This is an optimization exercise on Yosys and OpenROAD, whose aim is small area, not a production implementation. The RTL was checked by simulation tests, not by an equivalence proof against the original design. No run shown here takes its clock network from TritonCTS; it comes from the design's own scripts or RTL. No driver is modelled on the clock port, so clock power and skew are understated where the tree is cut down; a real chip needs a root buffer or a tree. Power and IR drop assume default switching activity.

==> flow/flow/run.sh <==
#!/bin/bash
# Own layout flow: the standard flow (standard.sh), with
#  - the standard synthesis, whose combinational logic is then mapped again
#    for area (flow/resyn.sh; flip-flops, their names and cell types kept),
#  - buf_1 port buffers instead of the default cell,
#  - a hand-made clock buffering (flow/pre_cts.tcl) in place of TritonCTS.
# Each tool's output goes to a log file in the work folder.
set -euo pipefail
work=$(pwd)
res=$work/orfs/results/$FLOW_PLATFORM/i2s/base
bash standard.sh synth > log_standard_synth.log 2>&1
cp "$res/1_2_yosys.v" "$work/standard_1_2_yosys.v"
bash flow/resyn.sh "$work/standard_1_2_yosys.v" "$work/resyn.v" > log_resyn.log 2>&1
cp "$work/resyn.v" "$res/1_2_yosys.v"
rm -f "$res/1_synth.odb"
bash standard.sh \
  "BUFFER_PORTS_ARGS=-buffer_cell sky130_fd_sc_hd__buf_1" \
  "PRE_CTS_TCL=$work/flow/pre_cts.tcl" \
  finish > log_standard_layout.log 2>&1
==> flow/flow/clkbuf.tcl <==
# Clock buffering for a small design: the clock port drives a few buffers,
# one per group of flip-flops (groups split by position), each buffer placed
# at its group's centre.
proc split_groups { items n } {
  # items: list of {x y obj}; split into n groups (n = 1, 2, 3, 4, 6, 8)
  if { $n <= 1 } { return [list $items] }
  set xs [lmap i $items {lindex $i 0}]
  set ys [lmap i $items {lindex $i 1}]
  set w [expr {[tcl::mathfunc::max {*}$xs] - [tcl::mathfunc::min {*}$xs]}]
  set h [expr {[tcl::mathfunc::max {*}$ys] - [tcl::mathfunc::min {*}$ys]}]
  set axis [expr {$w >= $h ? 0 : 1}]
  set sorted [lsort -integer -index $axis $items]
  set na [expr {$n / 2}]
  set nb [expr {$n - $na}]
  set cut [expr {int(round([llength $sorted] * double($na) / $n))}]
  return [concat [split_groups [lrange $sorted 0 [expr {$cut - 1}]] $na] \
                 [split_groups [lrange $sorted $cut end] $nb]]
}

proc my_clock_buffers { clk_port buf_cell n } {
  set block [ord::get_db_block]
  set clknet [[$block findBTerm $clk_port] getNet]
  set master [[ord::get_db] findMaster $buf_cell]
  set items {}
  foreach it [$clknet getITerms] {
    set inst [$it getInst]
    set bb [$inst getBBox]
    lappend items [list [expr {([$bb xMin] + [$bb xMax]) / 2}] [expr {([$bb yMin] + [$bb yMax]) / 2}] $it]
  }
  set i 0
  foreach grp [split_groups $items $n] {
    set net [odb::dbNet_create $block "clknet_leaf_$i"]
    $net setSigType CLOCK
    set b [odb::dbInst_create $block $master "clkbuf_leaf_$i"]
    set sx 0
    set sy 0
    foreach g $grp {
      set it [lindex $g 2]
      $it disconnect
      $it connect $net
      incr sx [lindex $g 0]
      incr sy [lindex $g 1]
    }
    set k [llength $grp]
    $b setLocation [expr {$sx / $k}] [expr {$sy / $k}]
    $b setPlacementStatus PLACED
    [$b findITerm A] connect $clknet
    [$b findITerm X] connect $net
    puts "clkbuf_leaf_$i: $buf_cell drives $k sinks"
    incr i
  }
}
==> flow/flow/pre_cts.tcl <==
# PRE_CTS hook: buffer the clock by hand (see clkbuf.tcl) and skip TritonCTS,
# which for this small design builds a two-level tree of five buffers.
source [file join [file dirname [info script]] clkbuf.tcl]
my_clock_buffers bck_i sky130_fd_sc_hd__clkbuf_8 3
proc clock_tree_synthesis { args } {
  puts "clock_tree_synthesis skipped: the clock is buffered by pre_cts.tcl"
}
==> flow/flow/resyn.sh <==
#!/bin/bash
# Re-maps the combinational logic of the standard synthesis netlist ($1) with
# an area-oriented ABC script and writes the result to $2. The flip-flops are
# kept as they are (same instances, names and cell types); every other cell is
# read as its liberty function and mapped again. Several ABC scripts are tried
# and the smallest result is kept.
set -euo pipefail
in=$1
out=$2
lib=$FLOW_HOME/platforms/sky130hd/lib/sky130_fd_sc_hd__tt_025C_1v80.lib
flops=$(grep -o 'sky130_fd_sc_hd__[a-z0-9]*df[a-z0-9]*_[0-9]*' "$in" | sort -u | tr '\n' ' ')
scripts=(
  "strash; dc2; dch -f; amap; topo"
  "strash; dch; amap; topo"
  "strash; balance; dc2; dch -f; amap; topo"
  "strash; irw; dc2; dch -f; amap; topo"
  "strash; dc2; dch -f; amap -m; topo"
)
best=""
best_area=""
i=0
for s in "${scripts[@]}"; do
  echo "$s" | tr ';' '\n' > resyn_$i.abc
  cat > resyn_$i.ys <<EOY
read_liberty -ignore_miss_func $lib
read_verilog $in
hierarchy -top $FLOW_TOP
blackbox $flops
flatten
opt_clean -purge
abc -liberty $lib -script resyn_$i.abc
opt_clean -purge
hilomap -singleton -hicell sky130_fd_sc_hd__conb_1 HI -locell sky130_fd_sc_hd__conb_1 LO
insbuf -buf sky130_fd_sc_hd__buf_4 A X
splitnets
opt_clean -purge
select $FLOW_TOP
write_verilog -noattr -nohex -nodec -selected resyn_$i.v
tee -o resyn_$i.stat stat -liberty $lib
EOY
  yosys -q resyn_$i.ys > resyn_$i.log 2>&1
  area=$(grep -o "Chip area for module.*: [0-9.]*" resyn_$i.stat | awk '{print $NF}')
  echo "script $i ($s): area $area"
  if [[ -z "$best_area" ]] || awk "BEGIN{exit !($area < $best_area)}"; then
    best=$i
    best_area=$area
  fi
  i=$((i + 1))
done
echo "kept script $best: area $best_area"
cp resyn_$best.v "$out"
==> flow/standard.sh <==
#!/bin/bash
# synth_recipe.tcl (not shown) runs the flow's synth.tcl, then flattens the netlist and writes it again
# the make line also repeats each setting of config.mk as NAME=value (left out here)
make -C /OpenROAD-flow-scripts/flow DESIGN_CONFIG=/design/flow/config.mk WORK_HOME=/design/flow/orfs CLKGATE_MAP_FILE= SYNTH_SCRIPT=/design/flow/synth_recipe.tcl "${@:-finish}"
==> flow/config.mk <==
export PLATFORM = sky130hd
export DESIGN_NAME = i2s
export DESIGN_NICKNAME = i2s
export VERILOG_FILES = /design/flow/design.v
export SDC_FILE = /design/flow/constraint.sdc
export NUM_CORES = 4
export LEC_CHECK = 0
export CAP_MARGIN = 20
export CORE_MARGIN = 2
export CORE_UTILIZATION = 40
export SLEW_MARGIN = 20
==> flow/constraint.sdc <==
create_clock -name core_clock -period 10.0 [get_ports {bck_i}]
set_input_delay 2.0000 -clock core_clock [delete_from_list [all_inputs] [get_ports {bck_i}]]
set_output_delay 2.0000 -clock core_clock [all_outputs]
set_load 0.01 [all_outputs]
==> flow/design.v <==
module i2s(
    input               rst_i,
    input               lrck_i,
    input               bck_i,
    input               data_i,
    output              sync,
    output              sync2,
    output              sdo,
    output              sdo1,
    output              sdo2,
    output              sdo3
);
reg         lr;          
reg         rmode;       
reg [4:0]   cnt;
reg [8:0]   dl;          
reg [15:0]  ra;
reg [15:0]  rb;
wire        start = lrck_i ^ lr;
wire        data  = cnt[4];
wire [3:0]  m     = cnt[3:0];
wire [14:0] th;
assign th[0]  = ~(m[3] | m[2] | m[1] | m[0]);
assign th[1]  = ~(m[3] | m[2] | m[1]);
assign th[2]  = ~(m[3] | m[2] | (m[1] & m[0]));
assign th[3]  = ~(m[3] | m[2]);
assign th[4]  = ~(m[3] | (m[2] & (m[1] | m[0])));
assign th[5]  = ~(m[3] | (m[2] & m[1]));
assign th[6]  = ~(m[3] | (m[2] & m[1] & m[0]));
assign th[7]  = ~m[3];
assign th[8]  = ~(m[3] & (m[2] | m[1] | m[0]));
assign th[9]  = ~(m[3] & (m[2] | m[1]));
assign th[10] = ~(m[3] & (m[2] | (m[1] & m[0])));
assign th[11] = ~(m[3] & m[2]);
assign th[12] = ~(m[3] & m[2] & (m[1] | m[0]));
assign th[13] = ~(m[3] & m[2] & m[1]);
assign th[14] = ~(m[3] & m[2] & m[1] & m[0]);
wire        nza = |(ra[14:0] & th);
wire        nzb = |(rb[14:0] & th);
wire        din = dl[8] ^ th[0];
wire        ra_in = !rmode & (lr ? din : ra[15]);
wire        rb_in = !rmode & (lr ? rb[15] : din);
always @(posedge bck_i) begin
    lr <= lrck_i;
    dl <= {dl[7:0], data_i};
    if (!rst_i) begin
        cnt <= 5'd7;
        rmode <= 1'b1;
    end else if (start) begin
        cnt <= 5'd7;
        rmode <= 1'b0;
    end else if (cnt != 5'd0) begin
        cnt <= cnt + 5'd1;
    end
    if (data) begin
        ra <= {ra[14:0], ra_in};
        rb <= {rb[14:0], rb_in};
    end
end
wire        hdr = rmode ? (cnt == 5'd27 || cnt == 5'd28)
                        : (cnt == 5'd12 || (cnt == 5'd15 && !lr));
wire        den = !rmode & data;
assign sync  = (cnt == 5'd0);
assign sync2 = sync;
assign sdo   = hdr | (den & ra[15]);
assign sdo1  = hdr | (den & (ra[15] ^ nza));
assign sdo2  = hdr | (den & rb[15]);
assign sdo3  = hdr | (den & (rb[15] ^ nzb));
endmodule
==> results.ini, run 1 <==
[grt]
grt_start_max_net_pins=23
antenna_found_initial=0
grtUsageMet3_pct=0.872
grt_first_pass_wirelength_mm=5.09
busiest_layer=met1
grt_usage_pct=12.5
use_met2_pct=19.7
grt-ovfl-total=0
use_met1_pct=19.8
grt_pass1_vias=1070

[worst_setup_path]
reg2reg_from=cnt[4]$_SDFFE_PP0N_
path_buf_inv=3
cpPeakStageDelay_ns=0.46
critical_path.max_fanout=7
crit_path_top_delay_cell=a2111oi_0
rrSetupSlack_ns=8.24
critPathTopFamily=compound AO/OA/AOI/OAI gates
path_cells=clkinv_1, nor2_1, clkinv_1, nor2_1, nor2_1, a222oi_1, o221ai_1, a2111oi_0, nand4_1, o311ai_0, buf_1
cpMostUsedCell=nor2_1
ff2ff_path_depth=3
r2r_end=cnt[3]$_SDFFE_PP0N_
crit_arrival_ns=2.70
critPathLaunchType=flip-flop
path_class=reg2out
endpoint_kind=output pin
crit_required_ns=8.00

[sta]
worst_pin_slew_ns=0.787
fin_tns_setup_ns=0
fin_ws_ns=5.30
fmax_ghz=0.213
maxSlewHeadroom_pct=47.5
fin_crit_sh_pct=47.0
setup_violations=0
grt_setup_unrepaired=false
slew_violations=0
final-hold-violation-count=0
clock_skew_ns=0.00702
period_minus_slack_ns=4.70

[die]
die_x_um=69.6
fp.dieArea_sq_mm=0.00485
coreArea_sq_mm=0.00409
die_h_um=69.6
start_util_pct=42.2
num_rows=23
ios=10

[finish]
drive_gt1_share_pct=2.74
stdcell_count=196
antenna_cells=0
final_util_pct=45.5
area_growth_syn_to_layout_pct=7.99
fin_nets=152
stdcell_area_sq_mm=0.00186

[power_and_ir_drop]
p_comb_share_pct=5.1
vdd_drop_max_uv=120
power.density_mw_per_mm2=167
power.internal_uw=249
power.leakage_uw=0.000578
p_sw_uw=61.5
pwr-share-seq_pct=70.8
clkPwrFrac_pct=24.1
swShare_pct=19.8

[synth]
ys_warn_count=1
avgSynthCellArea_sq_um=12.9
synthesis.area_sq_mm=0.00172
netlist_instances=134
synth_fp_nets=138

[hold_path]
min_path_type=reg2reg
min_to=dl[6]$_DFF_P_
min_from=dl[5]$_DFF_P_
hold_depth=0

[drt]
first_pass_iters=4
route.detailed.drc=0
vias=1082
via_per_inst=5.52
drt_iter0_drc=146
ant_nets=0
finalWirelength_mm=3.03
wl_per_cell_um=15.4

[placement]
gp_congestion=0.853
dp_hpwl_mm=2.20
dp.cells=193
port_buffers=9
pre_cts_ws_ns=5.50
place_area_sq_mm=0.00182

[cts]
clk_pin_slew_worst_paths_ns=0.10
postCtsSetupRepairBufs=0
clk_latency_ns=0.16
cts_resized=0
ctsHoldBuffers=0

[outcome]
status=no timing/DRC/antenna violations

[flow_run]
drv_cap=0

[placed cells by master, fill, tap and decap left out, types with 4 or more instances in the layout]
master,count
a21oi_1,11
nor3_1,4
o21ai_0,12
edfxtp_1,32
clkinv_1,14
nand2_1,8
buf_1,9
nor2_1,15
dfxtp_1,16
[worst max-delay path by stage]
stage,start,endpoint,slack [ns],cells past startpoint
after floorplan,cnt[1]$_SDFFE_PP1N_,sdo1,5.94,10
after global placement,cnt[1]$_SDFFE_PP1N_,sdo1,5.64,11
after detailed placement,cnt[1]$_SDFFE_PP1N_,sdo1,5.50,11
after CTS,cnt[1]$_SDFFE_PP1N_,sdo1,5.50,11
after global routing,cnt[1]$_SDFFE_PP1N_,sdo1,4.97,11
final,cnt[1]$_SDFFE_PP1N_,sdo1,5.30,11
[through the flow]
step           hold WS, ns  power [uW]
2_1_floorplan        0.310         234
3_3_place_gp         0.315         239
3_5_place_dp         0.312         240
4_1_cts              0.312         296
5_1_grt              0.347         322
6_report             0.334         310
[state kept, by name (all words and copies together) (netlist names)]
register and count:
lr 1, cnt 5, rb 16, rmode 1, dl 9, ra 16
[power groups by stage]
stage                     Clock, uW  Sequential (uW)  Combinational (uW)
final                          74.7              220                15.7
after detailed placement          0              224                15.6
after global placement            0              224                15.1
after floorplan                   0              223                10.9
after global routing           83.2              221                18.1
after CTS                      56.1              224                15.7
[metal layers]
layer	wire, um	vias up
met2	1410	24
met4	31	0
li1	-	523
met1	1470	531
met3	109	4
met5	0	-
[final cells by class]
cell class,count,area (sq um)
fillers,391,2230
multi-input cells,71,382
well taps,50,62.6
flip-flops and latches,48,1280
plain buffers,3,41.3
repair buffers,10,41.3
inverters,14,52.6
==> run 2: changes to the inputs <==
--- a/flow/design.v
+++ b/flow/design.v
@@ -21,21 +21,17 @@
 wire [3:0]  m     = cnt[3:0];
-wire [14:0] th;
-assign th[0]  = ~(m[3] | m[2] | m[1] | m[0]);
-assign th[1]  = ~(m[3] | m[2] | m[1]);
-assign th[2]  = ~(m[3] | m[2] | (m[1] & m[0]));
-assign th[3]  = ~(m[3] | m[2]);
-assign th[4]  = ~(m[3] | (m[2] & (m[1] | m[0])));
-assign th[5]  = ~(m[3] | (m[2] & m[1]));
-assign th[6]  = ~(m[3] | (m[2] & m[1] & m[0]));
-assign th[7]  = ~m[3];
-assign th[8]  = ~(m[3] & (m[2] | m[1] | m[0]));
-assign th[9]  = ~(m[3] & (m[2] | m[1]));
-assign th[10] = ~(m[3] & (m[2] | (m[1] & m[0])));
-assign th[11] = ~(m[3] & m[2]);
-assign th[12] = ~(m[3] & m[2] & (m[1] | m[0]));
-assign th[13] = ~(m[3] & m[2] & m[1]);
-assign th[14] = ~(m[3] & m[2] & m[1] & m[0]);
-wire        nza = |(ra[14:0] & th);
-wire        nzb = |(rb[14:0] & th);
-wire        din = dl[8] ^ th[0];
+function automatic mor2(input [1:0] v, input s);
+    mor2 = s ? v[1] : (v[1] | v[0]);
+endfunction
+function automatic mor4(input [3:0] v, input [1:0] s);
+    mor4 = s[1] ? mor2(v[3:2], s[0]) : ((|v[3:2]) | mor2(v[1:0], s[0]));
+endfunction
+function automatic mor8(input [7:0] v, input [2:0] s);
+    mor8 = s[2] ? mor4(v[7:4], s[1:0]) : ((|v[7:4]) | mor4(v[3:0], s[1:0]));
+endfunction
+function automatic mor16(input [15:0] v, input [3:0] s);
+    mor16 = s[3] ? mor8(v[15:8], s[2:0]) : ((|v[15:8]) | mor8(v[7:0], s[2:0]));
+endfunction
+wire        nza = mor16({1'b0, ra[14:0]}, m);
+wire        nzb = mor16({1'b0, rb[14:0]}, m);
+wire        din = dl[8] ^ (m == 4'd0);
 wire        ra_in = !rmode & (lr ? din : ra[15]);
--- a/flow/flow/pre_cts.tcl
+++ b/flow/flow/pre_cts.tcl
@@ -3,3 +3,3 @@
 source [file join [file dirname [info script]] clkbuf.tcl]
-my_clock_buffers bck_i sky130_fd_sc_hd__clkbuf_8 3
+my_clock_buffers bck_i sky130_fd_sc_hd__clkbuf_4 4
 proc clock_tree_synthesis { args } {
--- a/flow/flow/resyn.sh
+++ b/flow/flow/resyn.sh
@@ -29,2 +29,3 @@
 flatten
+rename -hide w:*.* w:_*
 opt_clean -purge
--- a/flow/config.mk
+++ b/flow/config.mk
@@ -9,3 +9,3 @@
 export CORE_MARGIN = 2
-export CORE_UTILIZATION = 40
+export CORE_UTILIZATION = 70
 export SLEW_MARGIN = 20
==> results.ini, run 2 <==
[outcome]
status=no timing/DRC/antenna violations

[cts]
clk_pin_slew_worst_paths_ns=0.11
ctsHoldBuffers=0
postCtsSetupRepairBufs=0
cts_resized=0
clk_latency_ns=0.17

[worst_setup_path]
path_cells=clkinv_1, nor2_1, a22oi_1, or4_1, o41a_1, o21ai_0, buf_1
critPathTopFamily=simple AND/OR/NAND/NOR gates
cp_num_cells=7
crit_required_ns=8.00
critPathLaunchType=flip-flop
cpPeakStageDelay_ns=0.55
ff2ff_path_depth=7
endpoint_kind=output pin
path_class=reg2out
crit_arrival_ns=2.46
crit_path_top_delay_cell=dfxtp_1
r2r_end=ra[0]$_DFFE_PP_
path_buf_inv=2
rrSetupSlack_ns=7.89
reg2reg_from=cnt[1]$_SDFFE_PP1N_
critical_path.max_fanout=13

[die]
fp.dieArea_sq_mm=0.00285
ios=10
die_h_um=53.3
num_rows=17
start_util_pct=75.6
die_x_um=53.3
coreArea_sq_mm=0.00225

[hold_path]
min_from=dl[3]$_DFF_P_
min_to=dl[4]$_DFF_P_
min_path_type=reg2reg
hold_depth=0

[grt]
antenna_found_initial=0
grt_usage_pct=26.6
grt_pass1_vias=1115
grt_first_pass_wirelength_mm=5.42
grt_start_max_net_pins=39
grt-ovfl-total=0

[finish]
final_common_cell=edfxtp_1
mostFrequentLayoutCells=edfxtp_1 (32), dfxtp_1 (16), o21ai_0 (15), a21oi_1 (15), clkinv_1 (11)
antenna_cells=0
drive_gt1_share_pct=3.55
fin_nets=147
reg.largest.list=ra: 16 flops, rb: 16 flops, dl: 9 flops
area_growth_syn_to_layout_pct=5.80

[drt]
route.detailed.drc=0
via_per_inst=6.94
wl_per_cell_um=19.8
first_pass_iters=4
drt_iter0_drc=73
vias=1173
finalWirelength_mm=3.35
ant_nets=0

[flow_run]
drv_cap=0

[power_and_ir_drop]
power.density_mw_per_mm2=169
vdd_drop_max_uv=153
power.leakage_uw=0.000568

[sta]
fin_crit_sh_pct=44.6
fin_ws_ns=5.54
maxSlewHeadroom_pct=61.2
setup_violations=0
grt_setup_unrepaired=false
period_minus_slack_ns=4.46
fmax_ghz=0.224
final-hold-violation-count=0
worst_pin_slew_ns=0.577
slew_violations=0
fin_tns_setup_ns=0
clock_skew_ns=0.00617

[placement]
pre_cts_ws_ns=5.80
port_buffers=9
dp_hpwl_mm=2.25
gp_congestion=0.788

[synth]
avgSynthCellArea_sq_um=13.3
ys_warn_count=1
synth_fp_nets=132
netlist_instances=128
synthesis.area_sq_mm=0.00170

==> run 2: worst max-delay path by stage <==
| stage | from | to | slack [ns] |
|---|---|---|---|
| after floorplan | cnt[4]$_SDFFE_PP0N_ | sdo | 6.16 |
| after global placement | cnt[2]$_SDFFE_PP1N_ | sdo1 | 6.05 |
| after detailed placement | cnt[2]$_SDFFE_PP1N_ | sdo2 | 5.80 |
| after CTS | cnt[2]$_SDFFE_PP1N_ | sdo2 | 5.81 |
| after global routing | cnt[2]$_SDFFE_PP1N_ | sdo1 | 5.40 |
| final | cnt[2]$_SDFFE_PP1N_ | sdo2 | 5.54 |
==> run 2: area by class of cell <==
type | instances | area, sq um
Buffer | 4 | 30.0
Tap cell | 28 | 35.0
Timing Repair Buffer | 10 | 41.3
Multi-Input combinational cell | 68 | 374
Fill cell | 134 | 452
Sequential cell | 48 | 1280
Inverter | 11 | 41.3
==> run 2: per-layer routing <==
metal,up-vias,routed length [um],track usage [%]
li1,524,-,-
met1,542,1230,37.3
met2,91,1670,44.7
met3,16,355,2.54
met4,0,106,7.26
met5,-,0,0
==> run 2: metrics by stage <==
| step | instances | util, % | hold slack [ns] | instance area [sq um] | total power (uW) |
|---|---|---|---|---|---|
| after floorplan | 128 | - | 0.310 | 1700 | 239 |
| after global placement | 165 | 78.6 | 0.314 | 1770 | 244 |
| after detailed placement | 165 | 78.6 | 0.316 | 1770 | 246 |
| after CTS | 169 | 80.0 | 0.318 | 1800 | 295 |
| after global routing | 169 | 80.0 | 0.352 | 1800 | 316 |
| final | 169 | 80.0 | 0.344 | 1800 | 305 |
==> run 2: power breakdown <==
part           internal (uW)  leakage [uW]  switching [uW]
logic                   5.82      0.000126            13.7
registers                218      0.000424            5.58
clock network           19.2     0.0000184            43.0
==> run 2: worst register-to-register path, stage by stage, from the launching register on <==
cell	delay, ns
dfxtp_1	0.39
nor2_1	0.36
clkinv_1	0.30
nor3_1	0.37
nor2_1	0.10
a21oi_1	0.17
o21ai_0	0.09
a21oi_1	0.17
==> run 3: changes to the inputs <==
--- a/flow/flow/pre_cts.tcl
+++ b/flow/flow/pre_cts.tcl
@@ -3,3 +3,3 @@
 source [file join [file dirname [info script]] clkbuf.tcl]
-my_clock_buffers bck_i sky130_fd_sc_hd__clkbuf_4 4
+my_clock_buffers bck_i sky130_fd_sc_hd__clkbuf_8 3
 proc clock_tree_synthesis { args } {
--- a/flow/config.mk
+++ b/flow/config.mk
@@ -9,3 +9,3 @@
 export CORE_MARGIN = 2
-export CORE_UTILIZATION = 70
+export CORE_UTILIZATION = 40
 export SLEW_MARGIN = 20
==> results.ini, run 3 <==
[finish]
reg.largest.list=ra: 16 flops, rb: 16 flops, dl: 9 flops
drive_gt1_share_pct=2.86
final_common_cell=edfxtp_1
nFillCells=359
antenna_cells=0
mostFrequentLayoutCells=edfxtp_1 (32), dfxtp_1 (16), o21ai_0 (15), a21oi_1 (15), clkinv_1 (11)
fin_nets=146
area_growth_syn_to_layout_pct=8.08

[worst_setup_path]
crit_required_ns=8.00
critical_path.max_fanout=13
path_class=reg2out
crit_path_top_delay_cell=dfxtp_1
critPathLaunchType=flip-flop
crit_arrival_ns=2.39
endpoint_kind=output pin
path_cells=clkinv_1, nor2_1, a22oi_1, or4_1, o41a_1, o21ai_0, buf_1
cpPeakStageDelay_ns=0.52

[die]
ios=10
start_util_pct=42.0
fp.dieArea_sq_mm=0.00480
die_x_um=69.3
die_h_um=69.3
num_rows=23
coreArea_sq_mm=0.00406

[grt]
grt-ovfl-total=0
grt_pass1_vias=1069
grt_first_pass_wirelength_mm=5.28
antenna_found_initial=0
grt_start_max_net_pins=23
grt_usage_pct=12.8

[sta]
clock_skew_ns=0.00828
worst_pin_slew_ns=0.695
fin_crit_sh_pct=43.9
final-hold-violation-count=0
setup_violations=0
period_minus_slack_ns=4.39
slew_violations=0
grt_setup_unrepaired=false
fin_tns_setup_ns=0
maxSlewHeadroom_pct=53.6
fmax_ghz=0.228
fin_ws_ns=5.61

[placement]
gp_congestion=0.868
dp_hpwl_mm=2.23
pre_cts_ws_ns=5.85
port_buffers=9

[hold_path]
min_path_type=reg2reg

[outcome]
status=no timing/DRC/antenna violations

[drt]
ant_nets=0
vias=1081
via_per_inst=5.69
wl_per_cell_um=16.2
first_pass_iters=4
drt_iter0_drc=86
finalWirelength_mm=3.09
route.detailed.drc=0

[cts]
ctsHoldBuffers=0
clk_latency_ns=0.16
postCtsSetupRepairBufs=0
clk_pin_slew_worst_paths_ns=0.09
cts_resized=0

[synth]
synthesis.area_sq_mm=0.00170
synth_fp_nets=132
avgSynthCellArea_sq_um=13.3
netlist_instances=128
ys_warn_count=1

[power_and_ir_drop]
finalPower_uw=315
power.leakage_uw=0.000572
power.density_mw_per_mm2=171
vdd_drop_max_uv=98.5

[flow_run]
drv_cap=0

==> run 3: metal layers <==
layer	wire (um)	track usage, %	share of wire (%)	vias to the layer above
met1	1460	18.9	47	521
met4	71	4.14	2.3	0
li1	-	-	-	513
met5	0	0	0	-
met3	124	1.16	4.0	6
met2	1430	20.2	46	41
==> run 3: worst max-delay path, delay by kind of cell (launching register included) <==
family          cells  cell delay [ns]
compound gates      3             0.40
buf+inv             2             0.58
flops               1             0.52
simple gates        2             0.73
==> run 3: through the flow <==
step                      hold WS [ns]  instance area [sq um]  utilization [%]  cells
after floorplan                  0.310                   1700                -    128
after global placement           0.312                   1800             44.4    187
after detailed placement         0.312                   1800             44.4    187
after CTS                        0.312                   1840             45.4    190
after global routing             0.343                   1840             45.4    190
final                            0.333                   1840             45.4    190
==> run 3: path summary, 6_finish.rpt <==
path	start	endpoint	slack, ns	cells past startpoint
max	cnt[2]$_SDFFE_PP1N_	sdo	5.61	7
min	dl[7]$_DFF_P_	dl[8]$_DFF_P_	0.33	0
min reg2reg	dl[7]$_DFF_P_	dl[8]$_DFF_P_	0.33	0
max reg2reg	cnt[2]$_SDFFE_PP1N_	cnt[4]$_SDFFE_PP0N_	8.11	6
==> run 3: where the power goes <==
part / total (uW) / switching (uW) / internal, uW
clock network: 73.6 / 45.8 / 27.8
registers: 224 / 5.87 / 218
logic: 18.0 / 12.2 / 5.81
total: 315 / 63.9 / 251
==> run 3: cell type report <==
type	instances	area, sq um	area share [%]
tap	50	62.6	3.40
inverter	11	41.3	2.24
timing repair buffer	10	41.3	2.24
buffer	3	41.3	2.24
sequential	48	1280	69.6
multi-input combinational	68	374	20.3
==> run 4: changes to the inputs <==
--- a/flow/flow/pre_cts.tcl
+++ b/flow/flow/pre_cts.tcl
@@ -3,3 +3,3 @@
 source [file join [file dirname [info script]] clkbuf.tcl]
-my_clock_buffers bck_i sky130_fd_sc_hd__clkbuf_8 3
+my_clock_buffers bck_i sky130_fd_sc_hd__clkbuf_4 4
 proc clock_tree_synthesis { args } {
--- a/flow/flow/resyn.sh
+++ b/flow/flow/resyn.sh
@@ -10,2 +10,4 @@
 lib=$FLOW_HOME/platforms/sky130hd/lib/sky130_fd_sc_hd__tt_025C_1v80.lib
+# the platform's don't-use cells (all lpflow and probe cells) stay out
+dont_use=$(grep -o 'cell *( *"sky130_fd_sc_hd__\(lpflow\|probe\)[a-z0-9_]*"' "$lib" | grep -o 'sky130_fd_sc_hd__[a-z0-9_]*' | sed 's/^/-dont_use /' | tr '\n' ' ')
 flops=$(grep -o 'sky130_fd_sc_hd__[a-z0-9]*df[a-z0-9]*_[0-9]*' "$in" | sort -u | tr '\n' ' ')
@@ -14,5 +16,8 @@
   "strash; dch; amap; topo"
+  "strash; dch; amap; strash; dch; amap; topo"
+  "strash; drw; drf; dch -f; amap; topo"
+  "strash; rewrite; refactor; dch -f; amap; topo"
+  "strash; dch -f; amap; mfs2 -a; strash; dch -f; amap; topo"
   "strash; balance; dc2; dch -f; amap; topo"
   "strash; irw; dc2; dch -f; amap; topo"
-  "strash; dc2; dch -f; amap -m; topo"
 )
@@ -31,3 +36,3 @@
 opt_clean -purge
-abc -liberty $lib -script resyn_$i.abc
+abc -liberty $lib $dont_use -script resyn_$i.abc
 opt_clean -purge
@@ -51,2 +56,12 @@
 echo "kept script $best: area $best_area"
+# the flip-flops must be the same instances, and no don't-use cell may appear
+regs() { grep -o "sky130_fd_sc_hd__[a-z0-9]*df[a-z0-9]*_[0-9]* *[^ (]*" "$1" | sort; }
+if [[ "$(regs "$in")" != "$(regs resyn_$best.v)" ]]; then
+  echo "flip-flops differ" >&2
+  exit 1
+fi
+if grep -q 'sky130_fd_sc_hd__\(lpflow\|probe\)' resyn_$best.v; then
+  echo "don't-use cell in the result" >&2
+  exit 1
+fi
 cp resyn_$best.v "$out"
--- a/flow/config.mk
+++ b/flow/config.mk
@@ -9,3 +9,4 @@
 export CORE_MARGIN = 2
-export CORE_UTILIZATION = 40
+export CORE_UTILIZATION = 80
+export GPL_TIMING_DRIVEN = 0
 export SLEW_MARGIN = 20
==> results.ini, run 4 <==
[sta]
grt_setup_unrepaired=false
clock_skew_ns=0.00887
fin_tns_setup_ns=0
final-hold-violation-count=0
fmax_ghz=0.216
hold_ws_ns=0.337
period_minus_slack_ns=4.63
fin_crit_sh_pct=46.3
maxSlewHeadroom_pct=46.1
setup_violations=0
worst_pin_slew_ns=0.809
slew_violations=0

[finish]
final_common_cell=edfxtp_1
area_growth_syn_to_layout_pct=5.83
drive_gt1_share_pct=4.23
reg.largest.list=ra: 16 flops, rb: 16 flops, dl: 9 flops
nFillCells=67
fin_nets=148
mostFrequentLayoutCells=edfxtp_1 (32), a21oi_1 (20), dfxtp_1 (15)
antenna_cells=0

[synth]
netlist_instances=129
synthesis.area_sq_mm=0.00169
ys_warn_count=1
synth_fp_nets=133
avgSynthCellArea_sq_um=13.1

[grt]
antenna_found_initial=0
grt_start_max_net_pins=38
grt-ovfl-total=0
grt_first_pass_wirelength_mm=5.71
grt_pass1_vias=1102
grt_usage_pct=30.7

[power_and_ir_drop]
swShare_pct=19.9
power.leakage_uw=0.000570
power.density_mw_per_mm2=167
pwr-share-seq_pct=74.2
p_sw_uw=59.6
power.internal_uw=240
clkPwrFrac_pct=20.7
p_comb_share_pct=5.2
finalPower_uw=300
vdd_drop_max_uv=157

[die]
fp.dieArea_sq_mm=0.00250
coreArea_sq_mm=0.00198
die_x_um=50.0
ios=10
die_h_um=50.0
num_rows=16
start_util_pct=85.5

[worst_setup_path]
critical_path.max_fanout=12
rrSetupSlack_ns=8.07
endpoint_kind=output pin
crit_required_ns=8.00
crit_arrival_ns=2.63
path_class=reg2out
critPathLaunchType=flip-flop

[cts]
ctsHoldBuffers=0
clk_pin_slew_worst_paths_ns=0.11
clk_latency_ns=0.17
postCtsSetupRepairBufs=0
cts_resized=0

[drt]
ant_nets=0
first_pass_iters=5
vias=1181
via_per_inst=6.99
finalWirelength_mm=3.47
wl_per_cell_um=20.5
route.detailed.drc=0
drt_iter0_drc=84

[placement]
port_buffers=9
dp_hpwl_mm=2.42
gp_congestion=0.840

[hold_path]
min_path_type=reg2reg

[flow_run]
drv_cap=0

[outcome]
status=no timing/DRC/antenna violations

-- run 4: changes by cell type in the layout (fill, tap and decap cells not counted), moves of 2 or more --
cell,change
a211oi_1,-2
clkbuf_4,+4
a21oi_1,+5
clkbuf_8,-3
o22ai_1,+2
o221ai_1,-2
o32ai_1,-2
clkinv_1,-2
-- run 4: metal layers --
layer / global-route usage, % / routed length (um) / share of wire, % / up-vias
li1: - / - / - / 525
met1: 45.4 / 1220 / 35 / 534
met2: 51.3 / 1740 / 50 / 114
met3: 1.82 / 454 / 13 / 8
met4: 6.48 / 45 / 1.3 / 0
met5: 0 / 0 / 0 / -
-- run 4: per-stage QoR --
stage / cells / utilization (%) / instance area [sq um] / setup slack (ns)
after floorplan: 129 / - / 1690 / 6.31
after global placement: 165 / 88.9 / 1760 / 5.99
after detailed placement: 165 / 89.0 / 1760 / 5.79
after CTS: 169 / 90.5 / 1790 / 5.68
after global routing: 169 / 90.5 / 1790 / 5.23
final: 169 / 90.5 / 1790 / 5.37
-- run 4: path summary, 6_finish.rpt --
kind                                           from               to  cells past startpoint
worst max register to register  cnt[1]$_SDFFE_PP1N_  ra[0]$_DFFE_PP_                      7
worst max-delay path            cnt[2]$_SDFFE_PP1N_             sdo1                      7
worst min-delay path                  dl[7]$_DFF_P_    dl[8]$_DFF_P_                      0
worst min register to register        dl[7]$_DFF_P_    dl[8]$_DFF_P_                      0
-- run 4: area by class of cell --
| class | count | area (sq um) | area share (%) |
|---|---|---|---|
| Tap cell | 27 | 33.8 | 1.88 |
| Timing Repair Buffer | 9 | 33.8 | 1.88 |
| Multi-Input combinational cell | 71 | 372 | 20.7 |
| Inverter | 9 | 33.8 | 1.88 |
| Sequential cell | 48 | 1280 | 71.5 |
| Buffer | 5 | 37.5 | 2.09 |
-- run 4: critical path, cell delays in order, from the launching register on --
cell and delay, ns:
dfxtp_1 0.58, clkinv_1 0.44, a21oi_1 0.33, nor2_1 0.09, o41ai_1 0.50, o21ai_0 0.14, o21ai_0 0.19, buf_1 0.17
-- run 4: power groups by stage --
stage               clock network, uW  registers, uW  logic (uW)
global route                     67.9            223        17.0
CTS                              47.9            226        15.0
floorplan                           0            224        10.2
global placement                    0            226        12.8
detailed placement                  0            226        14.8
finish                           61.9            222        15.5
==> run 5: changes to the inputs <==
--- a/flow/config.mk
+++ b/flow/config.mk
@@ -8,5 +8,4 @@
 export CAP_MARGIN = 20
-export CORE_MARGIN = 2
-export CORE_UTILIZATION = 80
-export GPL_TIMING_DRIVEN = 0
+export CORE_AREA = 2.3 2.72 61.64 59.84
+export DIE_AREA = 0 0 64 64
 export SLEW_MARGIN = 20
==> results.ini, run 5 <==
[outcome]
status=no timing/DRC/antenna violations

[worst_setup_path]
reg2reg_from=cnt[2]$_SDFFE_PP1N_
rrSetupSlack_ns=8.30
r2r_end=cnt[4]$_SDFFE_PP0N_
endpoint_kind=output pin
path_class=reg2out
crit_required_ns=8.00
path_buf_inv=2
path_cells=clkinv_1, a21oi_1, nor2_1, o41ai_1, o21ai_0, o21ai_0, buf_1
crit_path_top_delay_cell=dfxtp_1
ff2ff_path_depth=5
crit_arrival_ns=2.26
cpPeakStageDelay_ns=0.53
critical_path.max_fanout=12
cpMostUsedCell=o21ai_0
critPathTopFamily=compound AO/OA/AOI/OAI gates
critPathLaunchType=flip-flop

[cts]
clk_latency_ns=0.17
ctsHoldBuffers=0
clk_pin_slew_worst_paths_ns=0.12
postCtsSetupRepairBufs=0
cts_resized=0

[placement]
port_buffers=9
gp_congestion=0.794
dp_hpwl_mm=1.93

[grt]
antenna_found_initial=0
grt-ovfl-total=0
grt_pass1_vias=1030
grt_first_pass_wirelength_mm=4.96
grt_start_max_net_pins=25
grt_usage_pct=14.7

[synth]
synthesis.area_sq_mm=0.00169
avgSynthCellArea_sq_um=13.1
ys_warn_count=1
netlist_instances=129
synth_fp_nets=133

[sta]
maxSlewHeadroom_pct=62.8
setup_violations=0
final-hold-violation-count=0
fmax_ghz=0.235
fin_tns_setup_ns=0
worst_pin_slew_ns=0.556
grt_setup_unrepaired=false
clock_skew_ns=0.00898
slew_violations=0
period_minus_slack_ns=4.26
fin_crit_sh_pct=42.6

[drt]
route.detailed.drc=0
drt_iter0_drc=44
vias=1014
ant_nets=0
wl_per_cell_um=15.0
first_pass_iters=4
finalWirelength_mm=2.82
via_per_inst=5.39

[hold_path]
min_from=dl[3]$_DFF_P_
min_path_type=reg2reg
min_to=dl[4]$_DFF_P_
hold_depth=0

[die]
die_h_um=64
die_x_um=64
start_util_pct=50.0
coreArea_sq_mm=0.00339
num_rows=21
fp.dieArea_sq_mm=0.00410
ios=10

[power_and_ir_drop]
vdd_drop_max_uv=115
power.leakage_uw=0.000570
finalPower_uw=298
power.density_mw_per_mm2=164

[finish]
final_util_pct=53.6
final_common_cell=edfxtp_1
area_growth_syn_to_layout_pct=7.16
antenna_cells=0
fin_nets=148
reg.largest.list=ra: 16 flops, rb: 16 flops, dl: 9 flops
mostFrequentLayoutCells=edfxtp_1 (32), a21oi_1 (20), dfxtp_1 (16)
drive_gt1_share_pct=3.52

[flow_run]
drv_cap=0

==> run 5: power breakdown <==
group / internal (uW) / switching (uW)
Clock: 19.2 / 44.2
Sequential: 216 / 4.72
Combinational: 5.04 / 9.30
Total: 240 / 58.2
==> run 5: layout make-up <==
type	count	area, sq um
Fill cell	295	1570
Sequential cell	48	1280
Multi-Input combinational cell	71	372
Tap cell	46	57.6
Timing Repair Buffer	10	41.3
Inverter	9	33.8
Buffer	4	30.0
==> run 5: how the worst max path moves through the flow <==
stage          cells after the start           startpoint  endpoint
2_1_floorplan                      6  cnt[2]$_SDFFE_PP1N_      sdo1
3_3_place_gp                       7  cnt[2]$_SDFFE_PP1N_      sdo1
3_5_place_dp                       7  cnt[2]$_SDFFE_PP1N_      sdo1
4_1_cts                            7  cnt[2]$_SDFFE_PP1N_      sdo1
5_1_grt                            7  cnt[2]$_SDFFE_PP1N_      sdo1
6_report                           7  cnt[2]$_SDFFE_PP1N_      sdo1
==> run 5: layer usage <==
metal	GRT usage (%)	share of wire (%)	up-vias
met1	23.3	52	475
met4	1.63	0	0
li1	-	-	521
met5	0	0	-
met3	1.58	3.9	0
met2	22.5	44	18
==> run 5: stage by stage <==
stage                     setup slack, ns  cell area [sq um]  hold slack (ns)  std cells
after global placement               6.04               1790            0.312        184
after CTS                            5.98               1820            0.318        188
after global routing                 5.38               1820            0.348        188
after detailed placement             6.00               1790            0.314        184
after floorplan                      6.31               1690            0.310        129
final                                5.74               1820            0.340        188
==> run 6: changes to the inputs <==
--- a/flow/flow/pre_cts.tcl
+++ b/flow/flow/pre_cts.tcl
@@ -3,3 +3,3 @@
 source [file join [file dirname [info script]] clkbuf.tcl]
-my_clock_buffers bck_i sky130_fd_sc_hd__clkbuf_4 4
+my_clock_buffers bck_i sky130_fd_sc_hd__clkbuf_8 3
 proc clock_tree_synthesis { args } {
==> results.ini, run 6 <==
[outcome]
status=no timing/DRC/antenna violations

[sta]
clock_skew_ns=0.00610
fin_ws_ns=5.78
slew_violations=0
fin_tns_setup_ns=0
fin_crit_sh_pct=42.2
fmax_ghz=0.237
period_minus_slack_ns=4.22
worst_pin_slew_ns=0.561
setup_violations=0
maxSlewHeadroom_pct=62.6
final-hold-violation-count=0
grt_setup_unrepaired=false

[worst_setup_path]
path_class=reg2out
critical_path.max_fanout=12
cpPeakStageDelay_ns=0.52
crit_arrival_ns=2.22
endpoint_kind=output pin
critPathLaunchType=flip-flop
path_cells=clkinv_1, a21oi_1, nor2_1, o41ai_1, o21ai_0, o21ai_0, buf_1
path_buf_inv=2
crit_path_top_delay_cell=dfxtp_1
crit_required_ns=8.00
cpMostUsedCell=o21ai_0
critPathTopFamily=compound AO/OA/AOI/OAI gates

[power_and_ir_drop]
power.internal_uw=249
clkPwrFrac_pct=23.8
power.density_mw_per_mm2=169
vdd_drop_max_uv=104
swShare_pct=19.4
power.leakage_uw=0.000573
p_comb_share_pct=4.6
finalPower_uw=308
pwr-share-seq_pct=71.5
p_sw_uw=59.7

[grt]
grt_usage_pct=14.8
busiest_layer=met1
grtUsageMet3_pct=1.06
use_met2_pct=22.4
grt_pass1_vias=1030
grt_first_pass_wirelength_mm=5.01
antenna_found_initial=0
grt_start_max_net_pins=25
use_met1_pct=24.3
grt-ovfl-total=0

[die]
die_x_um=64
start_util_pct=50.0
fp.dieArea_sq_mm=0.00410
coreArea_sq_mm=0.00339
num_rows=21
ios=10
die_h_um=64

[flow_run]
drv_cap=0

[finish]
mostFrequentLayoutCells=edfxtp_1 (32), a21oi_1 (20), dfxtp_1 (16)
fin_nets=147
reg.largest.list=ra: 16 flops, rb: 16 flops, dl: 9 flops
stdcell_area_sq_mm=0.00183
area_growth_syn_to_layout_pct=7.83
antenna_cells=0
drive_gt1_share_pct=2.84
final_common_cell=edfxtp_1

[cts]
ctsHoldBuffers=0
postCtsSetupRepairBufs=0
clk_latency_ns=0.15
clk_pin_slew_worst_paths_ns=0.10
cts_resized=0

[placement]
port_buffers=9
place_area_sq_mm=0.00179
dp_hpwl_mm=1.93
pre_cts_ws_ns=6.00
gp_congestion=0.794

[drt]
ant_nets=0
via_per_inst=5.58
finalWirelength_mm=2.84
route.detailed.drc=0
first_pass_iters=5
vias=1044
drt_iter0_drc=44
wl_per_cell_um=15.2

[hold_path]
min_path_type=reg2reg

[synth]
avgSynthCellArea_sq_um=13.1
synthesis.area_sq_mm=0.00169
ys_warn_count=1
synth_fp_nets=133
netlist_instances=129

==> run 6: per-layer routing <==
metal  vias up  part of all wire, %
li1        515                    -
met1       500                   51
met2        23                   44
met3         6                  3.0
met4         0                  1.4
met5         -                    0
==> run 6: power by group through the flow <==
stage               clock network [uW]  logic [uW]  registers (uW)
floorplan                            0        10.2             224
global placement                     0        14.0             225
detailed placement                   0        14.2             225
CTS                               56.1        14.3             225
global route                      84.2        16.7             221
finish                            73.4        14.3             220
==> run 6: final cells by class <==
type                       instances  area, sq um
buffer                             3         41.3
fill                             299         1560
inverter                           9         33.8
multi-input combinational         71          372
sequential                        48         1280
tap                               46         57.6
timing repair buffer              10         41.3
==> run 6: worst paths after layout <==
kind	from	endpoint	slack, ns	cells past startpoint
worst max register to register	cnt[1]$_SDFFE_PP1N_	ra[0]$_DFFE_PP_	8.31	6
worst min register to register	dl[3]$_DFF_P_	dl[4]$_DFF_P_	0.34	0
worst max-delay path	cnt[2]$_SDFFE_PP1N_	sdo1	5.78	7
worst min-delay path	dl[3]$_DFF_P_	dl[4]$_DFF_P_	0.34	0
==> run 6: metrics by stage <==
stage,instances,utilization [%],hold WS [ns]
final,187,53.9,0.336
after floorplan,129,-,0.310
after CTS,187,53.9,0.318
after global routing,187,53.9,0.346
after detailed placement,184,52.7,0.314
after global placement,184,52.7,0.312
==> run 7: changes to the inputs <==
==> flow/flow/clkbuf.tcl (replaced) <==
# Clock buffering for a small design: the clock port drives a few buffers,
# one per group of flip-flops, each buffer placed at its group's centre. The
# groups come from splitting the flip-flops by position in turn along the
# longer side, in proportion to each buffer's weight (its share of the sinks).

# items: list of {x y obj}; bufs: list of {cell weight}. Returns a list of
# {cell items} pairs.
proc split_groups { items bufs } {
  if { [llength $bufs] <= 1 } { return [list [list [lindex $bufs 0 0] $items]] }
  set xs [lmap i $items {lindex $i 0}]
  set ys [lmap i $items {lindex $i 1}]
  set w [expr {[tcl::mathfunc::max {*}$xs] - [tcl::mathfunc::min {*}$xs]}]
  set h [expr {[tcl::mathfunc::max {*}$ys] - [tcl::mathfunc::min {*}$ys]}]
  set axis [expr {$w >= $h ? 0 : 1}]
  set sorted [lsort -integer -index $axis $items]
  set nb [llength $bufs]
  set half [expr {$nb / 2}]
  set ba [lrange $bufs 0 [expr {$half - 1}]]
  set bb [lrange $bufs $half end]
  set wa 0.0
  foreach b $ba { set wa [expr {$wa + [lindex $b 1]}] }
  set wt $wa
  foreach b $bb { set wt [expr {$wt + [lindex $b 1]}] }
  set cut [expr {int(round([llength $sorted] * $wa / $wt))}]
  return [concat [split_groups [lrange $sorted 0 [expr {$cut - 1}]] $ba] \
                 [split_groups [lrange $sorted $cut end] $bb]]
}

proc my_clock_buffers { clk_port bufs } {
  set block [ord::get_db_block]
  set clknet [[$block findBTerm $clk_port] getNet]
  set items {}
  foreach it [$clknet getITerms] {
    set inst [$it getInst]
    set bb [$inst getBBox]
    lappend items [list [expr {([$bb xMin] + [$bb xMax]) / 2}] [expr {([$bb yMin] + [$bb yMax]) / 2}] $it]
  }
  set i 0
  foreach grp [split_groups $items $bufs] {
    lassign $grp cell members
    set master [[ord::get_db] findMaster $cell]
    set net [odb::dbNet_create $block "clknet_leaf_$i"]
    $net setSigType CLOCK
    set b [odb::dbInst_create $block $master "clkbuf_leaf_$i"]
    set sx 0
    set sy 0
    foreach g $members {
      set it [lindex $g 2]
      $it disconnect
      $it connect $net
      incr sx [lindex $g 0]
      incr sy [lindex $g 1]
    }
    set k [llength $members]
    $b setLocation [expr {$sx / $k}] [expr {$sy / $k}]
    $b setPlacementStatus PLACED
    [$b findITerm A] connect $clknet
    [$b findITerm X] connect $net
    puts "clkbuf_leaf_$i: $cell drives $k sinks"
    incr i
  }
}
--- a/flow/flow/pre_cts.tcl
+++ b/flow/flow/pre_cts.tcl
@@ -3,3 +3,8 @@
 source [file join [file dirname [info script]] clkbuf.tcl]
-my_clock_buffers bck_i sky130_fd_sc_hd__clkbuf_8 3
+my_clock_buffers bck_i {
+  {sky130_fd_sc_hd__clkbuf_8 1.8}
+  {sky130_fd_sc_hd__clkbuf_4 1.0}
+  {sky130_fd_sc_hd__clkbuf_4 1.0}
+  {sky130_fd_sc_hd__clkbuf_4 1.0}
+}
 proc clock_tree_synthesis { args } {
==> results.ini, run 7 <==
[worst_setup_path]
path_cells=clkinv_1, a21oi_1, nor2_1, o41ai_1, o21ai_0, o21ai_0, buf_1
endpoint_kind=output pin
rrSetupSlack_ns=8.31
cp_num_cells=7
cpMostUsedCell=o21ai_0
crit_arrival_ns=2.24
critPathTopFamily=compound AO/OA/AOI/OAI gates
crit_required_ns=8.00
crit_path_top_delay_cell=dfxtp_1
path_buf_inv=2
critPathLaunchType=flip-flop
reg2reg_from=cnt[1]$_SDFFE_PP1N_
critical_path.max_fanout=12
ff2ff_path_depth=6
cpPeakStageDelay_ns=0.53
path_class=reg2out
r2r_end=ra[0]$_DFFE_PP_

[sta]
fin_ws_ns=5.76
period_minus_slack_ns=4.24
slew_violations=0
final-hold-violation-count=0
clock_skew_ns=0.00407
fmax_ghz=0.236
worst_pin_slew_ns=0.560
hold_ws_ns=0.339
grt_setup_unrepaired=false
maxSlewHeadroom_pct=62.6
fin_tns_setup_ns=0
setup_violations=0
fin_crit_sh_pct=42.4

[cts]
ctsHoldBuffers=0
clk_latency_ns=0.16
clk_pin_slew_worst_paths_ns=0.10
postCtsSetupRepairBufs=0
cts_resized=0

[drt]
first_pass_iters=4
ant_nets=0
via_per_inst=5.44
wl_per_cell_um=15.1
vias=1023
finalWirelength_mm=2.84
drt_iter0_drc=52
route.detailed.drc=0

[die]
start_util_pct=50.0
die_h_um=64
ios=10
fp.dieArea_sq_mm=0.00410
coreArea_sq_mm=0.00339
die_x_um=64
num_rows=21

[hold_path]
min_to=dl[4]$_DFF_P_
min_from=dl[3]$_DFF_P_
min_path_type=reg2reg
hold_depth=0

[finish]
mostFrequentLayoutCells=edfxtp_1 (32), a21oi_1 (20), dfxtp_1 (16)
drive_gt1_share_pct=3.52
final_common_cell=edfxtp_1
stdcell_count=188
fin_nets=148
antenna_cells=0
stdcell_area_sq_mm=0.00182
reg.largest.list=ra: 16 flops, rb: 16 flops, dl: 9 flops
area_growth_syn_to_layout_pct=7.53

[flow_run]
drv_cap=0

[synth]
synth_fp_nets=133
ys_warn_count=1
synthesis.area_sq_mm=0.00169
netlist_instances=129
avgSynthCellArea_sq_um=13.1

[power_and_ir_drop]
power.leakage_uw=0.000572
power.density_mw_per_mm2=167
vdd_drop_max_uv=103

[grt]
grt_usage_pct=14.9
grt_pass1_vias=1015
grt_first_pass_wirelength_mm=5.02
antenna_found_initial=0
grt_start_max_net_pins=25
grt-ovfl-total=0

[placement]
gp_congestion=0.794
place_area_sq_mm=0.00179
dp_hpwl_mm=1.93
pre_cts_ws_ns=6.00
port_buffers=9
dp.cells=184

[outcome]
status=no timing/DRC/antenna violations

-- run 7: report_power, final --
| part | switching [uW] | internal (uW) |
|---|---|---|
| clock network | 45.3 | 23.7 |
| logic | 9.26 | 5.04 |
| registers | 4.71 | 216 |
-- run 7: metal layers --
| layer | vias up | GRT usage, % | part of all wire (%) |
|---|---|---|---|
| met2 | 17 | 21.9 | 41 |
| met4 | 0 | 1.36 | 1.2 |
| met1 | 479 | 24.5 | 54 |
| met3 | 4 | 1.76 | 3.7 |
| li1 | 523 | - | - |
| met5 | - | 0 | 0 |
-- run 7: worst max path at each step --
stage	startpoint	end	slack (ns)
3_5_place_dp	cnt[2]$_SDFFE_PP1N_	sdo1	6.00
6_report	cnt[2]$_SDFFE_PP1N_	sdo1	5.76
5_1_grt	cnt[2]$_SDFFE_PP1N_	sdo1	5.40
4_1_cts	cnt[2]$_SDFFE_PP1N_	sdo1	5.98
2_1_floorplan	cnt[2]$_SDFFE_PP1N_	sdo1	6.31
3_3_place_gp	cnt[2]$_SDFFE_PP1N_	sdo1	6.04
-- run 7: area by class of cell --
type / count / area (sq um)
plain buffers: 4 / 36.3
multi-input cells: 71 / 372
flip-flops and latches: 48 / 1280
well taps: 46 / 57.6
inverters: 9 / 33.8
repair buffers: 10 / 41.3
fillers: 295 / 1570
-- run 7: metrics by stage --
stage	util [%]	power, uW
2_1_floorplan	-	234
3_3_place_gp	52.7	239
3_5_place_dp	52.7	239
4_1_cts	53.7	292
5_1_grt	53.7	318
6_report	53.7	304
-- run 7: worst reg2reg max path, delay by kind of cell, from the launching register on --
kind	cells	cell delay (ns)
simple gates	2	0.49
flops	1	0.38
compound gates	3	0.36
buf+inv	1	0.22
==> run 8: changes to the inputs <==
--- a/flow/flow/run.sh
+++ b/flow/flow/run.sh
@@ -5,2 +5,4 @@
 #  - buf_1 port buffers instead of the default cell,
+#  - flip-flops sized up in place of the buffers that timing-driven
+#    placement puts after them (flow/pre_resize.tcl),
 #  - a hand-made clock buffering (flow/pre_cts.tcl) in place of TritonCTS.
@@ -17,2 +19,3 @@
   "BUFFER_PORTS_ARGS=-buffer_cell sky130_fd_sc_hd__buf_1" \
+  "PRE_RESIZE_TCL=$work/flow/pre_resize.tcl" \
   "PRE_CTS_TCL=$work/flow/pre_cts.tcl" \
==> flow/flow/pre_resize.tcl (new file) <==
# PRE_RESIZE hook: undo the buffers that timing-driven global placement put
# after flip-flops (for this design, the shift enable that drives 32 enable
# pins), and give those flip-flops the next drive strength instead, which
# drives the net alone in less area. repair_design then checks the nets.
foreach inst [get_cells -quiet place*] {
  set cell [get_property $inst ref_name]
  if { ![string match sky130_fd_sc_hd__buf_* $cell] } { continue }
  set in_net [get_nets -of_objects [get_pins -of_objects $inst -filter "direction == input"]]
  set drvr ""
  foreach p [get_pins -quiet -of_objects $in_net -filter "direction == output"] {
    set drvr [get_cells -of_objects $p]
  }
  if { $drvr eq "" } { continue }
  set dcell [get_property $drvr ref_name]
  if { ![regexp {^(sky130_fd_sc_hd__e?dfxtp)_1$} $dcell -> base] } { continue }
  puts "pre_resize: removing [get_full_name $inst] ($cell) after [get_full_name $drvr] ($dcell), which becomes ${base}_2"
  remove_buffers $inst
  replace_cell $drvr ${base}_2
}
==> results.ini, run 8 <==
[flow_run]
drv_cap=0

[drt]
wl_per_cell_um=15.5
ant_nets=0
first_pass_iters=4
finalWirelength_mm=2.89
drt_iter0_drc=33
route.detailed.drc=0
vias=1053
via_per_inst=5.63

[synth]
synth_fp_nets=133
netlist_instances=129
synthesis.area_sq_mm=0.00169
avgSynthCellArea_sq_um=13.1
ys_warn_count=1

[worst_setup_path]
critPathLaunchType=flip-flop
path_buf_inv=2
crit_required_ns=8.00
cpMostUsedCell=o21ai_0
endpoint_kind=output pin
startpoint=cnt[2]$_SDFFE_PP1N_
crit_end=sdo1
path_class=reg2out
cpPeakStageDelay_ns=0.53
reg2reg_from=cnt[1]$_SDFFE_PP1N_
rrSetupSlack_ns=8.27
crit_path_top_delay_cell=dfxtp_1
cp_num_cells=7
path_cells=clkinv_1, a21oi_1, nor2_1, o41ai_1, o21ai_0, o21ai_0, buf_1
crit_arrival_ns=2.32
ff2ff_path_depth=7
critPathTopFamily=compound AO/OA/AOI/OAI gates
r2r_end=ra[0]$_DFFE_PP_
critical_path.max_fanout=12

[power_and_ir_drop]
power.density_mw_per_mm2=167
finalPower_uw=304
vdd_drop_max_uv=115
power.leakage_uw=0.000568

[sta]
final-hold-violation-count=0
fmax_ghz=0.231
period_minus_slack_ns=4.32
fin_crit_sh_pct=43.2
clock_skew_ns=0.00966
fin_tns_setup_ns=0
setup_violations=0
worst_pin_slew_ns=0.854
grt_setup_unrepaired=false
slew_violations=0
maxSlewHeadroom_pct=43.0

[finish]
drive_gt1_share_pct=3.55
final_common_cell=edfxtp_1
antenna_cells=0
mostFrequentLayoutCells=edfxtp_1 (32), a21oi_1 (20), dfxtp_1 (15)
area_growth_syn_to_layout_pct=7.16
fin_nets=147
reg.largest.list=ra: 16 flops, rb: 16 flops, dl: 9 flops

[die]
coreArea_sq_mm=0.00339
start_util_pct=50.0
ios=10
die_h_um=64
num_rows=21
die_x_um=64
fp.dieArea_sq_mm=0.00410

[grt]
antenna_found_initial=0
grt_first_pass_wirelength_mm=4.87
grt_start_max_net_pins=38
grt_pass1_vias=1003
grt_usage_pct=14.4
grt-ovfl-total=0

[cts]
postCtsSetupRepairBufs=0
clk_pin_slew_worst_paths_ns=0.10
cts_resized=0
clk_latency_ns=0.16
ctsHoldBuffers=0

[placement]
port_buffers=9
dp_hpwl_mm=1.84
gp_congestion=0.794

[hold_path]
min_path_type=reg2reg

[outcome]
status=no timing/DRC/antenna violations

[run 8: routing by layer]
layer  vias up  global-route usage, %  part of all wire [%]
li1        520                      -                     -
met1       502                   23.8                    53
met2        25                   21.0                    42
met3         6                   1.06                   3.3
met4         0                   2.72                   2.1
met5         -                      0                     0
[run 8: worst min-delay path by stage]
stage                       start             to  slack [ns]  cells past startpoint
CTS                 dl[3]$_DFF_P_  dl[4]$_DFF_P_        0.32                      0
global placement    dl[4]$_DFF_P_  dl[5]$_DFF_P_        0.31                      0
detailed placement  dl[2]$_DFF_P_  dl[3]$_DFF_P_        0.31                      0
global route        dl[3]$_DFF_P_  dl[4]$_DFF_P_        0.35                      0
floorplan           dl[0]$_DFF_P_  dl[1]$_DFF_P_        0.31                      0
finish              dl[6]$_DFF_P_  dl[7]$_DFF_P_        0.34                      0
[run 8: cell type report]
class,instances,area (sq um)
Fill cell,305,1570
Sequential cell,48,1280
Multi-Input combinational cell,71,372
Tap cell,46,57.6
Buffer,4,36.3
Timing Repair Buffer,9,33.8
Inverter,9,33.8
[run 8: through the flow]
step	setup WS (ns)	cells	util, %	hold WS [ns]	instance area, sq um
after floorplan	6.31	129	-	0.310	1690
after detailed placement	5.91	183	52.5	0.314	1780
after global routing	5.45	187	53.6	0.347	1820
final	5.68	187	53.6	0.340	1820
after global placement	6.04	184	52.7	0.312	1790
after CTS	5.90	187	53.6	0.318	1820
[run 8: power breakdown]
part / internal [uW] / leakage (uW) / switching (uW)
clock: 23.7 / 0.0000210 / 45.4
sequential: 216 / 0.000423 / 5.62
combinational: 4.92 / 0.000123 / 8.59
total: 244 / 0.000568 / 59.6

-- static timing again, ports no longer ideal --
Ports are ideal in the flow. The routed layouts listed here were re-timed in OpenROAD. Step 1: set_driving_cell puts a clkbuf_16 on bck_i and a buf_2 on each other input, an assumption about the parent block. Step 2 times the ports against the registers' clock, not the clock port: input delays grow and output delays shrink by t, the midpoint of the rising clock arrivals with the driver on. a / b / c = no drivers / after step 1 / after step 2; a / b = the first two.
| run | t (ns) | setup slack, ns | clock arrival spread, ns | cell pins on the clock port's net |
|---|---|---|---|---|
| run 1 | 0.196 | 5.295 / 5.251 / 5.447 | 0.008 / 0.007 | 3 |
| run 2 | 0.209 | 5.537 / 5.495 / 5.704 | 0.008 / 0.007 | 4 |
| run 3 | 0.192 | 5.612 / 5.570 / 5.762 | 0.010 / 0.010 | 3 |
| run 4 | 0.208 | 5.372 / 5.331 / 5.539 | 0.009 / 0.010 | 4 |
| run 5 | 0.213 | 5.740 / 5.697 / 5.910 | 0.010 / 0.010 | 4 |
| run 6 | 0.194 | 5.776 / 5.732 / 5.925 | 0.007 / 0.007 | 3 |
| run 7 | 0.206 | 5.765 / 5.717 / 5.923 | 0.004 / 0.004 | 4 |
| run 8 | 0.207 | 5.677 / 5.629 / 5.836 | 0.010 / 0.010 | 4 |
After both steps every run listed still meets setup and hold.
